What follows belongs to an exercise in optimizing a design on an open flow for small area; a production flow would make more cautious choices. Function was checked by simulation only, so behaviour that the tests miss may differ from the original. Power and IR drop assume default switching activity.

## flow/config.mk

```make
export PLATFORM = sky130hd
export DESIGN_NAME = SPI_top
export DESIGN_NICKNAME = SPI_top
export VERILOG_FILES = /design/flow/design.v
export SDC_FILE = /design/flow/constraint.sdc
export NUM_CORES = 4
export LEC_CHECK = 0
export CAP_MARGIN = 20
export CORE_MARGIN = 2
export CORE_UTILIZATION = 40
export SLEW_MARGIN = 20
```

## flow/constraint.sdc

```tcl
create_clock -name core_clock -period 10.0 [get_ports {i_clk}]
set_input_delay 2.0000 -clock core_clock [delete_from_list [all_inputs] [get_ports {i_clk}]]
set_output_delay 2.0000 -clock core_clock [all_outputs]
set_load 0.01 [all_outputs]
```

## flow/design.v

```verilog
module SPI_top(
    input wire i_clk,
    input wire i_rst,
    output wire o_mosi,
    output wire o_cs,
    output wire o_dc,
    output wire o_rst
);
    localparam K_L  = 2'd0;    
    localparam K_L2 = 2'd1;    
    localparam K_H  = 2'd2;    
    localparam K_V  = 2'd3;    
    wire w_rst = ~i_rst;
    assign o_rst = i_rst;
    reg        r_cs;
    reg        r_dc;
    reg [4:0]  r_t;       
    reg [4:0]  r_seg;     
    reg [3:0]  r_step;    
    reg        r_new;     
    reg [3:0]  r_bc;      
    reg [8:0]  r_a;       
    reg [8:0]  r_b;       
    reg [7:0]  r_err;     
    reg        r_c;       
    reg        r_neg;     
    reg [1:0] s_kind;
    reg [7:0] s_as, s_bs, s_m, s_d, s_e0;   
    reg [7:0] s_end;      
    reg       s_dec;      
    reg [4:0] s_gap;      
    reg       s_afthv;    
    always @(*) begin
        s_kind = K_H; s_as = 0; s_bs = 0; s_end = 0; s_m = 0; s_d = 0; s_e0 = 0;
        s_dec = 0; s_gap = 17; s_afthv = 0;
        case (r_seg)
            5'd2:  begin s_kind=K_L;  s_as=120; s_bs=46;  s_end=225; s_m=34; s_d=47; s_e0=22; s_dec=0; s_gap=18; end
            5'd3:  begin s_kind=K_L2; s_as=122; s_bs=225; s_end=245; s_m=27; s_d=83; s_e0=26; s_dec=1; end
            5'd4:  begin s_kind=K_H;  s_as=55; s_bs=245; s_end=185; end
            5'd5:  begin s_kind=K_L2; s_as=122; s_bs=15; s_end=245; s_m=13; s_d=40; s_e0=19; s_dec=0; s_gap=16; s_afthv=1; end
            5'd6:  begin s_kind=K_L;  s_as=15; s_bs=122; s_end=120; s_m=34; s_d=47; s_e0=22; s_dec=1; end
            5'd7:  begin s_kind=K_L2; s_as=90; s_bs=120;  s_end=198; s_m=12; s_d=37; s_e0=7;  s_dec=0; s_gap=19; end
            5'd8:  begin s_kind=K_L;  s_as=62; s_bs=131; s_end=155; s_m=49; s_d=68; s_e0=21; s_dec=0; end
            5'd9:  begin s_kind=K_H;  s_as=62; s_bs=131; s_end=177; end
            5'd10: begin s_kind=K_L;  s_as=84; s_bs=198; s_end=177; s_m=31; s_d=43; s_e0=22; s_dec=1; s_gap=16; s_afthv=1; end
            5'd11: begin s_kind=K_L2; s_as=90; s_bs=120;  s_end=198; s_m=1;  s_d=3;  s_e0=1;  s_dec=1; end
            5'd12: begin s_kind=K_V;  s_as=46; s_bs=120;  s_end=90;  s_gap=19; end
            5'd13: begin s_kind=K_L;  s_as=177; s_bs=131; s_end=225; s_m=3;  s_d=16; s_e0=17; s_dec=1; s_gap=16; s_afthv=1; end
            5'd14: begin s_kind=K_L2; s_as=198; s_bs=155; s_end=245; s_m=7;  s_d=11; s_e0=8;  s_dec=0; end
            5'd15: begin s_kind=K_L2; s_as=198; s_bs=84; s_end=245; s_m=13; s_d=21; s_e0=11; s_dec=1; end
            5'd16: begin s_kind=K_L;  s_as=15; s_bs=122; s_end=62;  s_m=4;  s_d=21; s_e0=10; s_dec=0; end
            default: ;
        endcase
    end
    wire w_init  = (r_seg == 5'd0);
    wire w_clear = (r_seg == 5'd1);
    wire w_done  = (r_seg == 5'd17);
    wire w_shape = !w_init && !w_clear && !w_done;
    wire w_line  = w_shape && !s_kind[1];
    wire w_h     = w_shape && (s_kind == K_H);
    wire w_v     = w_shape && (s_kind == K_V);
    wire w_ymaj  = s_kind[0];    
    reg [7:0] r_lo;
    reg [7:0] r_hi;
    reg       r_len16;
    always @(*) begin
        r_lo = 8'h00; r_hi = 8'h00; r_len16 = 1'b0;
        if (w_init) begin
            case (r_step)
                4'd0:  r_lo = 8'h01;
                4'd1:  r_lo = 8'hC0;
                4'd2:  begin r_lo = 8'h23; r_len16 = 1; end
                4'd3:  r_lo = 8'hC1;
                4'd4:  begin r_lo = 8'h10; r_len16 = 1; end
                4'd5:  r_lo = 8'hC5;
                4'd6:  begin r_lo = 8'h28; r_hi = 8'h3E; r_len16 = 1; end
                4'd7:  r_lo = 8'hC7;
                4'd8:  begin r_lo = 8'h86; r_len16 = 1; end
                4'd9:  r_lo = 8'h36;
                4'd10: begin r_lo = 8'h88; r_len16 = 1; end
                4'd11: r_lo = 8'h3A;
                4'd12: begin r_lo = 8'h55; r_len16 = 1; end
                4'd13: r_lo = 8'h11;
                default: r_lo = 8'h29;
            endcase
        end else begin
            case (r_step)
                4'd0:  r_lo = 8'h2A;
                4'd1:  r_lo = 8'h00;
                4'd2:  r_lo = w_ymaj ? r_b[7:0] : r_a[7:0];
                4'd3:  r_lo = 8'h00;
                4'd4:  r_lo = w_clear ? 8'd239 : w_h ? s_end : w_ymaj ? r_b[7:0] : r_a[7:0];
                4'd5:  r_lo = 8'h2B;
                4'd6:  r_lo = {7'd0, r_b[8]};
                4'd7:  r_lo = w_ymaj ? r_a[7:0] : r_b[7:0];
                4'd8:  r_lo = {7'd0, r_b[8]};
                4'd9:  r_lo = w_v ? s_end : w_ymaj ? r_a[7:0] : r_b[7:0];
                4'd10: r_lo = 8'h2C;
                default: r_lo = w_clear ? 8'h00 : 8'hFF;
            endcase
        end
    end
    wire [7:0] w_byte = (r_len16 && !r_t[3]) ? r_hi : r_lo;
    assign o_mosi = !r_cs && w_byte[~r_t[2:0]];
    assign o_cs   = r_cs;
    assign o_dc   = r_dc;
    wire w_next_data = w_init ? (!r_step[0] && r_step != 0 && r_step != 14)
                              : !(r_step == 0 || r_step == 5 || r_step == 10);
    reg [4:0] r_gap;      
    reg [4:0] r_fall;     
    always @(*) begin
        if (w_init) begin
            r_gap  = (r_step == 0) ? 5'd3 : 5'd13;
            r_fall = 5'd12;
        end else begin
            case (r_step)
                4'd0: begin
                    if (r_new) begin
                        r_gap  = w_clear ? 5'd15 : s_gap;
                        r_fall = s_afthv ? 5'd13 : 5'd14;
                    end else begin
                        r_gap  = w_clear ? 5'd15 : 5'd16;
                        r_fall = w_clear ? 5'd14 : 5'd15;
                    end
                end
                4'd1, 4'd5, 4'd6, 4'd10: begin r_gap = 5'd14; r_fall = 5'd13; end
                default: begin r_gap = 5'd13; r_fall = 5'd13; end
            endcase
        end
    end
    wire w_cmp   = w_clear ? (r_a[8] && r_a[7] && r_a[2] && r_a[0])    
                           : (r_a[7:0] == s_end);
    wire w_delay = r_cs && (r_t < 10) &&
                   ((w_init && (r_step == 1 || r_step == 14)) || (w_clear && r_new && r_step == 0));
    wire w_tick  = r_a[7] && r_a[5] && r_a[3] && (r_bc == 4'd11);    
    wire w_xend  = r_t == (r_len16 ? 5'd15 : 5'd7);
    wire w_last  = w_line ? (r_bc == 15) : (r_bc == 14 && w_cmp);
    wire w_segend = w_line ? w_cmp : (w_clear ? (r_b[8] && r_b[6]) : 1'b1);
    wire w_load  = r_cs && r_step == 0 && r_t == 12 && !w_init;
    wire w_eop   = r_cs && r_step == 0 && w_line && !r_t[4];
    wire w_eload = r_new && !r_t[3];
    wire [2:0] w_bi = r_t[2:0];
    wire w_opb   = r_t[3] ? s_d[w_bi] : !s_m[w_bi];
    wire w_cin   = (w_bi == 0) ? !r_t[3] : r_c;
    wire w_sum   = r_err[0] ^ w_opb ^ w_cin;
    wire w_cout  = (r_err[0] & w_opb) | (r_err[0] & w_cin) | (w_opb & w_cin);
    wire w_ebit  = w_eload ? s_e0[w_bi] :
                   (r_new || (r_t[3] && !r_neg)) ? r_err[0] : w_sum;
    always @(posedge i_clk) begin
        if (w_eop) begin
            r_err <= {w_ebit, r_err[7:1]};
            r_c   <= w_cout;
            if (r_t == 7) r_neg <= w_sum;
        end
    end
    always @(posedge i_clk or posedge w_rst) begin
        if (w_rst) begin
            r_cs   <= 1'b1;
            r_dc   <= 1'b0;
            r_t    <= 5'd0;
            r_seg  <= 5'd0;
            r_step <= 4'd0;
            r_new  <= 1'b0;
            r_bc   <= 4'd0;
            r_a    <= 9'd0;
        end else begin
            if (!r_cs) begin
                if (w_xend) begin
                    r_cs <= 1'b1;
                    r_t  <= 5'd0;
                    if (w_init) begin
                        if (r_step == 14) begin
                            r_seg  <= 5'd1;
                            r_step <= 4'd0;
                            r_new  <= 1'b1;
                        end else begin
                            r_step <= r_step + 1'b1;
                        end
                    end else if (r_step != 11) begin
                        r_step <= r_step + 1'b1;
                    end else begin
                        r_bc <= w_last ? 4'd0 : r_bc + 1'b1;
                        if (r_bc == 15) r_a <= r_a + 1'b1;    
                        if (w_last) begin
                            r_step <= 4'd0;
                            if (w_segend) begin
                                r_seg <= r_seg + 1'b1;
                                r_new <= 1'b1;
                            end
                        end
                    end
                end else begin
                    r_t <= r_t + 1'b1;
                end
            end else begin
                if (w_delay) begin
                    if (w_tick) begin
                        r_a  <= 9'd0;
                        r_bc <= 4'd0;
                        r_t  <= r_t + 1'b1;
                    end else begin
                        r_bc <= r_bc + 1'b1;
                        if (r_bc == 15) r_a <= r_a + 1'b1;
                    end
                end else if (!w_done && r_t == r_gap - 1) begin
                    r_cs  <= 1'b0;
                    r_t   <= 5'd0;
                    r_new <= 1'b0;
                end else begin
                    r_t <= r_t + 1'b1;
                end
                if (r_t == 11 && w_next_data && !w_done) r_dc <= 1'b1;
                if (r_t == r_fall - 1 && !w_next_data) r_dc <= 1'b0;
                if (w_load && (r_new || w_clear)) r_a <= {1'b0, s_as};
            end
        end
    end
    always @(posedge i_clk) begin
        if (!r_cs) begin
            if (w_xend && !w_init && r_step == 7 && w_clear)
                r_b <= r_b + 9'd8;
        end else begin
            if (r_t == 8 && r_step == 0 && !r_new && w_line && r_neg)
                r_b <= s_dec ? r_b - 1'b1 : r_b + 1'b1;
            if (w_load && r_new)
                r_b <= {1'b0, s_bs};
        end
    end
endmodule
```

## flow/flow/run.sh

```bash
#!/bin/bash
# Own layout flow: the standard ORFS layout, except that synthesis maps the
# logic with an area-oriented ABC script (flow/area.abc) instead of ORFS's
# speed script. Registers, their names and cell types are unchanged: ABC only
# remaps the combinational logic after dfflibmap.
set -euo pipefail
WORK=$(pwd)
# synthesis script: the standard flow's, with yosys's abc command redirected to area.abc
{
  head -n 1 synth_recipe.tcl
  cat <<TCL
proc abc {args} {
  set i [lsearch -exact \$args -script]
  if {\$i >= 0} { lset args [expr {\$i + 1}] {$WORK/flow/area.abc} }
  yosys abc {*}\$args
}
TCL
  tail -n +2 synth_recipe.tcl
} > area_synth.tcl
sed "s#$WORK/synth_recipe.tcl#$WORK/area_synth.tcl#" standard.sh > area_standard.sh
grep -q area_synth.tcl area_standard.sh
bash area_standard.sh > flow_make.log 2>&1
test -f out/final.def
```

## flow/flow/area.abc

```
strash
&get -n
&deepsyn -T 90
&put
strash
&get -n
&dch -f
&nf -R 1000
&put
```

## flow/standard.sh

```bash
#!/bin/bash
# synth_recipe.tcl (not shown) runs the flow's synth.tcl, then flattens the netlist and writes it again
# the make line also repeats each setting of config.mk as NAME=value (left out here)
make -C /OpenROAD-flow-scripts/flow DESIGN_CONFIG=/design/flow/config.mk WORK_HOME=/design/flow/orfs CLKGATE_MAP_FILE= SYNTH_SCRIPT=/design/flow/synth_recipe.tcl "${@:-finish}"
```

==> results.txt <==
SYNTHESIS
-------------------------------------------------------------------------------------
Number of nets produced by synthesis                                              616
Proportion of netlist area held by the largest area contributor                0.1583
Netlist area before placement                                                4583 um2
Post-synthesis sequential area ratio                                           0.2886
Number of enable-type register cells in the synthesized netlist                    19
Top post-synthesis cells by area                                         sky130_fd_sc_hd__dfrtp_1 16%, sky130_fd_sc_hd__edfxtp_1 12%, sky130_fd_sc_hd__ha_1 9.6%, sky130_fd_sc_hd__a21oi_1 7.4%, sky130_fd_sc_hd__nand2_1 5.7%
Share of async-settable or async-resettable flops after synthesis              0.6122
Distinct cells, synth                                                              60
Warnings from Yosys                                                                 1
Number of standard cells after synthesis                                          577
Seq cells post-synth                                                               49
Cell type with the largest total area after synthesis                    sky130_fd_sc_hd__dfrtp_1
Average size of a mapped cell                                               7.943 um2
Leading register cell type out of synthesis                              sky130_fd_sc_hd__dfrtp_1

FLOW RUN
-------------------------------------------------------------------------------------
Maximum Capacitance Violations                                                      0

SETUP PATH
-------------------------------------------------------------------------------------
Arrival time reported for the critical path endpoint                          4740 ps
Critical Setup Path Class                                                flip-flop to primary output
Critical path capture point type                                         primary output
Maximum fanout encountered on the critical timing path                             23
Setup crit start kind                                                       flip-flop
Data required time of the critical path                                       8000 ps

STA
-------------------------------------------------------------------------------------
Final count of pins violating max slew                                              0
Unrepaired setup endpoints after global routing                                    no
Skew final                                                                   6.618 ps
Number of hold violations in the final report                                       0
Maximum clock frequency                                                     148.5 MHz
Crit path time final                                                          6736 ps
Final setup vio count                                                               0
Period Utilization, post-route                                                 0.6736
Worst-Margin Slew                                                            937.2 ps
Final sum of negative setup slack                                                0 ps
Headroom to the max-slew limit                                                 0.3698

FLOORPLAN
-------------------------------------------------------------------------------------
IO Count                                                                            6
Number of placement rows                                                           39
Height of the die                                                            111.0 um
CORE AREA                                                                   11320 um2
Floorplan die area                                                          12330 um2
Effective utilization at floorplan                                             0.4048
Die boundary width                                                           111.0 um

GLOBAL ROUTE
-------------------------------------------------------------------------------------
Largest net degree at the start of global routing                                  36
Initial antenna violation count                                                     0
Remaining Overflow, GRT                                                             0
Global-route usage over all layers                                             0.2578
Number of global-route vias before repair                                        4474
Global-route wire length before repair                                       25110 um

CLOCKING
-------------------------------------------------------------------------------------
Clock buffers created by TritonCTS                                                  5
Number of buffers added for setup after CTS                                         0
Clock-pin slew of the registers on the worst-case setup and hold paths          70 ps
Number of clock sinks                                                              49
Post-CTS Hold Buffers                                                               0
Clock root buffer                                                        sky130_fd_sc_hd__clkbuf_16
Clk Latency, worst-skew pair                                                   300 ps
Number of instances resized during post-cts repair                                  0
CTS tree                                                                        built
H-tree depth                                                                        2
Clock Path Buffers                                                                  2

DETAILED ROUTING
-------------------------------------------------------------------------------------
Routed len/inst                                                              21.80 um
Overall routed net length                                                    16070 um
DRC violations left                                                                 0
Number of detailed-route iterations in the first pass                               8
Violation count after the first detailed-route iteration                          731
Drt via density                                                                 6.555
Count of vias placed by the detailed router                                      4831
Number of nets with antenna violations after routing                                0

PLACED DESIGN
-------------------------------------------------------------------------------------
Post-DP HPWL                                                                 12270 um
Number of cells after detailed placement                                          729
Number of buffers inserted by port buffering                                        5
RePlAce Congestion                                                              1.066

POWER
-------------------------------------------------------------------------------------
Largest vdd supply drop                                                    0.06056 mV
Share of total power consumed by net switching                                 0.2222
Switching power                                                              86.84 uW
Clk pwr share                                                                   0.461
Power Dens Cells                                                         78.26 nW/um2
Overall Power                                                                390.8 uW
Power share of the combinational group                                          0.009
Leakage power figure                                                      0.001734 uW
Internal power consumption                                                   303.9 uW
Proportion of power drawn by flip-flops and latches                             0.531

FINISH
-------------------------------------------------------------------------------------
Final net count                                                                   632
Area growth, synth to finish                                                   8.954%
Fraction of final layout cells with drive strength greater than 1             0.02357
Final instance count without filler cells                                         737
Multi-input gate area                                                        3167 um2
Total of fill cells in the finished design                                       1145
Utilization after layout                                                       0.4411
Ant. Diodes                                                                         0
Footprint of the flip-flops and latches                                      1323 um2

OUTCOME
-------------------------------------------------------------------------------------
Status                                                       timing/DRC/antenna clean

MIN PATH
-------------------------------------------------------------------------------------
Class of the worst hold path                                             flip-flop to flip-flop

Yosys cell counts, types with 6 or more instances:
| master | number |
|---|---|
| sky130_fd_sc_hd__nand2_1 | 69 |
| sky130_fd_sc_hd__a21oi_1 | 68 |
| sky130_fd_sc_hd__nor2_1 | 63 |
| sky130_fd_sc_hd__o21ai_0 | 43 |
| sky130_fd_sc_hd__ha_1 | 35 |
| sky130_fd_sc_hd__dfrtp_1 | 29 |
| sky130_fd_sc_hd__clkinv_1 | 23 |
| sky130_fd_sc_hd__edfxtp_1 | 19 |
| sky130_fd_sc_hd__xnor2_1 | 19 |
| sky130_fd_sc_hd__nand3_1 | 18 |
| sky130_fd_sc_hd__nor3_1 | 16 |
| sky130_fd_sc_hd__o211ai_1 | 14 |
| sky130_fd_sc_hd__nand4_1 | 10 |
| sky130_fd_sc_hd__and2_0 | 9 |
| sky130_fd_sc_hd__nand2b_1 | 9 |
| sky130_fd_sc_hd__a31oi_1 | 8 |
| sky130_fd_sc_hd__nor2b_1 | 8 |
| sky130_fd_sc_hd__o22ai_1 | 8 |
| sky130_fd_sc_hd__xor2_1 | 8 |
| sky130_fd_sc_hd__a221oi_1 | 7 |
| sky130_fd_sc_hd__a211oi_1 | 6 |
sequential cells by signal (all words and copies together) (netlist names), 4 cells and up:
name	cells
r_seg	5
r_step	4
r_err	8
r_a	9
r_b	9
r_bc	4
r_t	5
worst max-delay path, cell delays in order (launching register included):
cell	delay, ps
sky130_fd_sc_hd__dfrtp_1	670
sky130_fd_sc_hd__nor2_1	590
sky130_fd_sc_hd__nand2_1	330
sky130_fd_sc_hd__nor2_1	650
sky130_fd_sc_hd__nor2_1	150
sky130_fd_sc_hd__o21a_1	170
sky130_fd_sc_hd__and2_0	230
sky130_fd_sc_hd__o211ai_1	120
sky130_fd_sc_hd__a221oi_1	70
sky130_fd_sc_hd__a2111oi_0	410
sky130_fd_sc_hd__nor4_1	100
sky130_fd_sc_hd__a21oi_1	130
sky130_fd_sc_hd__nor2_1	50
sky130_fd_sc_hd__nor3_1	200
sky130_fd_sc_hd__clkdlybuf4s50_1	560
metrics by stage:
step / setup slack, ps / instance area (um2) / hold WS, ps
after CTS: 3346 / 4994 / 424.5
after global routing: 2925 / 4994 / 432.1
after global placement: 3739 / 4842 / 403.3
after detailed placement: 3688 / 4842 / 406.2
final: 3264 / 4994 / 421.0
after floorplan: 4778 / 4583 / 400.3
metal layers:
layer  global-route usage  vias up  routed length (um)
met5                    0        -                   0
met4              0.08395        0                 470
met3              0.03226       41                1343
met2               0.4025      262                7189
met1               0.3719     2303                7066
li1                     -     2225                   -
power by group through the flow:
stage                     Combinational, uW  Clock, uW  Sequential (uW)
after floorplan                       0.413          0              212
after global placement                 3.70          0              212
after detailed placement               3.72          0              212
after CTS                              3.75        185              207
after global routing                   4.24        191              207
final                                  3.46        180              207
cell families (layout without fill, tap and decap cells):
group	Yosys count	count (layout)	share of synthesized area
XOR/XNOR	27	27	0.05160
AND/OR/NAND/NOR	223	223	0.2285
multiplexers	4	4	0.009009
flip-flops	49	49	0.2886
AO/OA/AOI/OAI	213	213	0.2976
adder cells (fa/ha/maj)	37	37	0.1043
buffers and inverters	24	41	0.02048
cells in the final DEF, fill, tap and decap left out, types with 10 or more instances in the layout:
cell type and instances:
sky130_fd_sc_hd__nand2_1 69, sky130_fd_sc_hd__a21oi_1 68, sky130_fd_sc_hd__nor2_1 63, sky130_fd_sc_hd__o21ai_0 43, sky130_fd_sc_hd__ha_1 35, sky130_fd_sc_hd__dfrtp_1 29
sky130_fd_sc_hd__clkinv_1 23, sky130_fd_sc_hd__xnor2_1 19, sky130_fd_sc_hd__edfxtp_1 19, sky130_fd_sc_hd__nand3_1 18, sky130_fd_sc_hd__nor3_1 16, sky130_fd_sc_hd__o211ai_1 14
sky130_fd_sc_hd__nand4_1 10
area by class of cell:
cell class,instances,share of cell area
tap,143,0.03583
clock inverter,3,0.005262
multi-input combinational,504,0.6342
clock buffer,5,0.02506
timing repair buffer,10,0.01754
sequential,49,0.2648
inverter,23,0.01729
path summary, 6_finish.rpt:
kind / depth (start not counted) / endpoint / startpoint / slack (ps)
min in group asynchronous: 2 / r_step[3] / i_rst / 2080
setup reg to reg: 21 / r_t[0] / r_seg[2] / 4650
setup / recovery: 14 / o_mosi / r_seg[2] / 3260
hold reg to reg: 0 / r_err[4] / r_err[5] / 420
max in group asynchronous: 2 / r_cs / i_rst / 7600
hold / removal: 0 / r_err[4] / r_err[5] / 420

-- port drivers added, routing unchanged --
Ports are ideal in the flow. The routed layout listed here was re-timed in OpenROAD.
Step 1 sets driving cells, clkbuf_16 on the clock port and buf_2 on the other inputs (assumed; they add their load-dependent delay and slew).
Step 2 times the ports against the registers' clock, not the clock port: input delays grow and output delays shrink by t, the midpoint of the rising clock arrivals with the driver on.
Three values: ideal ports, drivers, drivers and shift; two values: the first two.
shift t [ns]: 0.336
setup WS [ns]: 3.264 / 3.226 / 3.562
hold WS [ns]: 0.421 / 0.421 / 0.421
clock arrival spread, ns: 0.007 / 0.006
cell pins on the clock port's net: 1
After both steps setup and hold are still met in this run. The setup slack of this run moves by -0.038 ns with the drivers and by +0.298 ns with both steps.
